This is an optimization exercise on Yosys and OpenROAD, whose aim is small area, not a production implementation. At most, simulation tests tie the RTL to the original design; equivalence was not proved. Power figures rest on the tool's default switching activity, not on a simulated workload.

Design events_to_apb, start of the top module:
module events_to_apb (
  input   logic         clk,
  input   logic         reset,
  input   logic         event_a_i,
  input   logic         event_b_i,
  input   logic         event_c_i,
  output  logic         apb_psel_o,
  output  logic         apb_penable_o,
  output  logic [31:0]  apb_paddr_o,
  output  logic         apb_pwrite_o,
  output  logic [31:0]  apb_pwdata_o,
  input   logic         apb_pready_i
);
==> module events_to_apb, before the edit <==
module events_to_apb (
  input   logic         clk,
  input   logic         reset,
  input   logic         event_a_i,
  input   logic         event_b_i,
  input   logic         event_c_i,
  output  logic         apb_psel_o,
  output  logic         apb_penable_o,
  output  logic [31:0]  apb_paddr_o,
  output  logic         apb_pwrite_o,
  output  logic [31:0]  apb_pwdata_o,
  input   logic         apb_pready_i
);
  localparam CNT_W = 16;
  logic sel_q;
  logic en_q;
  logic [1:0] src_q;
  logic a_pending, b_pending, c_pending;
  logic [CNT_W-1:0] a_events, b_events, c_events;
  logic [CNT_W-1:0] wdata;
  wire idle   = ~sel_q;
  wire setup  = sel_q & ~en_q;
  wire access = en_q;
  wire take_a = event_a_i;
  wire take_b = ~event_a_i & event_b_i;
  wire take_c = ~event_a_i & ~event_b_i & event_c_i;
  wire any_ev = event_a_i | event_b_i | event_c_i;
  wire tr_a = take_a | (~any_ev & a_pending);
  wire tr_b = take_b | (~any_ev & ~a_pending & b_pending);
  wire tr_c = take_c | (~any_ev & ~a_pending & ~b_pending & c_pending);
  wire start = any_ev | a_pending | b_pending | c_pending;
  wire src_a = (src_q == 2'd0);
  wire src_b = (src_q == 2'd1);
  wire src_c = (src_q == 2'd2);
  wire za = reset | (setup & src_a);
  wire zb = reset | (setup & src_b);
  wire zc = reset | (setup & src_c);
  wire ia = ~reset & take_a;
  wire ib = ~reset & take_b;
  wire ic = ~reset & take_c;
  logic [CNT_W-1:0] ta, tb, tc;
  logic [CNT_W-1:0] na, nb, nc;
  always_comb begin
    ta[0] = ia;
    tb[0] = ib;
    tc[0] = ic;
    for (int k = 1; k < CNT_W; k++) begin
      ta[k] = ta[k-1] & a_events[k-1];
      tb[k] = tb[k-1] & b_events[k-1];
      tc[k] = tc[k-1] & c_events[k-1];
    end
    na[0] = za ? ia : (a_events[0] ^ ia);
    nb[0] = zb ? ib : (b_events[0] ^ ib);
    nc[0] = zc ? ic : (c_events[0] ^ ic);
    for (int k = 1; k < CNT_W; k++) begin
      na[k] = (~za & a_events[k]) ^ (~za & ta[k]);
      nb[k] = (~zb & b_events[k]) ^ (~zb & tb[k]);
      nc[k] = (~zc & c_events[k]) ^ (~zc & tc[k]);
    end
  end
  wire ld    = ~reset & setup;
  wire la    = ld & src_a;
  wire lb    = ld & src_b;
  wire lc    = ld & src_c;
  wire hold  = ~reset & ~setup;
  wire [CNT_W-1:0] nw = ({CNT_W{la}} & a_events) | ({CNT_W{lb}} & b_events) |
                        ({CNT_W{lc}} & c_events) | ({CNT_W{hold}} & wdata);
  always_ff @(posedge clk) begin
    a_events <= na;
    b_events <= nb;
    c_events <= nc;
    wdata    <= nw;
  end
  always_ff @(posedge clk) begin
    if (reset) begin
      sel_q <= 1'b0;
      en_q  <= 1'b0;
    end else if (idle) begin
      sel_q <= start;
    end else if (setup) begin
      en_q  <= 1'b1;
    end else if (apb_pready_i) begin
      sel_q <= 1'b0;
      en_q  <= 1'b0;
    end
  end
  always_ff @(posedge clk) begin
    if (idle)
      src_q <= tr_b ? 2'd1 : (tr_c ? 2'd2 : 2'd0);
  end
  always_ff @(posedge clk) begin
    if (reset) begin
      a_pending <= 1'b0;
      b_pending <= 1'b0;
      c_pending <= 1'b0;
    end else if (idle) begin
      a_pending <= a_pending & ~tr_a;
      b_pending <= b_pending & ~tr_b;
      c_pending <= c_pending & ~tr_c;
    end else begin
      a_pending <= a_pending | take_a;
      b_pending <= b_pending | take_b;
      c_pending <= c_pending | take_c;
    end
  end
  assign apb_psel_o    = sel_q;
  assign apb_penable_o = en_q;
  assign apb_pwrite_o  = en_q;
  assign apb_pwdata_o  = {{(32-CNT_W){1'b0}}, wdata};
  always_comb begin
    if (!access)
      apb_paddr_o = 32'h0;
    else if (src_a)
      apb_paddr_o = 32'habba0000;
    else if (src_b)
      apb_paddr_o = 32'hbaff0000;
    else
      apb_paddr_o = 32'hcafe0000;
  end
endmodule
==> flow/config.mk <==
export PLATFORM = sky130hd
export DESIGN_NAME = events_to_apb
export DESIGN_NICKNAME = events_to_apb
export VERILOG_FILES = /design/flow/design.v
export SDC_FILE = /design/flow/constraint.sdc
export NUM_CORES = 4
export LEC_CHECK = 0
export CAP_MARGIN = 20
export CORE_MARGIN = 2
export CORE_UTILIZATION = 40
export SLEW_MARGIN = 20
==> flow/constraint.sdc <==
create_clock -name core_clock -period 5.0 [get_ports {clk}]
set_input_delay 1.0000 -clock core_clock [delete_from_list [all_inputs] [get_ports {clk}]]
set_output_delay 1.0000 -clock core_clock [all_outputs]
set_load 0.01 [all_outputs]
standard.sh (not shown) runs the stock make flow with config.mk's settings and CLKGATE_MAP_FILE= SYNTH_SCRIPT=/design/flow/synth_recipe.tcl, a recipe that flattens the netlist after the stock synthesis.
==> flow/flow/run.sh <==
#!/bin/bash
set -euo pipefail
export BUFFER_PORTS_ARGS="-buffer_cell sky130_fd_sc_hd__buf_1"
export CTS_ARGS="-sink_clustering_enable -repair_clock_nets -dont_use_dummy_load -buf_list {sky130_fd_sc_hd__clkbuf_4} -root_buf sky130_fd_sc_hd__clkbuf_4 -sink_clustering_size 30 -sink_clustering_max_diameter 100"
bash standard.sh finish > flow_make.log 2>&1
Rerun with:
--- a/flow/design.v
+++ b/flow/design.v
@@ -52,11 +52,11 @@
     na[0] = za ? ia : (a_events[0] ^ ia);
     nb[0] = zb ? ib : (b_events[0] ^ ib);
     nc[0] = zc ? ic : (c_events[0] ^ ic);
     for (int k = 1; k < CNT_W; k++) begin
-      na[k] = (~za & a_events[k]) ^ (~za & ta[k]);
-      nb[k] = (~zb & b_events[k]) ^ (~zb & tb[k]);
-      nc[k] = (~zc & c_events[k]) ^ (~zc & tc[k]);
+      na[k] = ~za & (a_events[k] ^ ta[k]);
+      nb[k] = ~zb & (b_events[k] ^ tb[k]);
+      nc[k] = ~zc & (c_events[k] ^ tc[k]);
     end
   end
   wire ld    = ~reset & setup;
   wire la    = ld & src_a;
Effect:
- The changed run finished clean
- power is about the same
- die area came out lower by 3.0%
- synthesized cell count came out lower by 19%
- final cell count came out lower by 13%
- design area came out lower by 1.8%
- combinational power came out higher by about 2%
- non-clock buffer count came out higher by 3
- via count came out lower by 16%
- flip-flop and latch count stays the same
- setup slack got worse by 1.4 ns
- routed wire length came out lower by 16%
- utilization came out higher by 1.1 points
Only the layout flow was run in the first run of this note; the RTL was not checked for function there.

-- re-timing with driven ports --
The flow's constraints put no driver on any port. The routed layouts listed below were extracted and timed again, unchanged, in two steps.
Step 1 sets driving cells, clkbuf_16 on the clock port and buf_2 on the other inputs (assumed; they add their load-dependent delay and slew).
Step 2 adds t to the input delays and takes it off the output delays; t is the mean of the earliest and latest rising clock arrival at the registers after step 1. Input paths then give back, and output paths get back, about the clock's delay inside the block.
a / b / c = ideal ports / drivers / drivers and shift; a / b = the first two.
run | t, ns | slack for setup (ns) | latest minus earliest clock arrival (ns) | slew at the worst register clock pin (ns) | pins driven straight from the clock port
the first run | 0.412 | 2.075 / 2.085 / 1.672 | 0.033 / 0.033 | 0.11 / 0.11 | 1
the second run | 0.417 | 0.683 / 0.683 / 0.266 | 0.022 / 0.022 | 0.11 / 0.11 | 1
After both steps setup and hold are still met in every run listed. For the second run, which loses most, drivers alone change the setup slack by 0.000 ns; drivers and shift together by -0.417 ns.
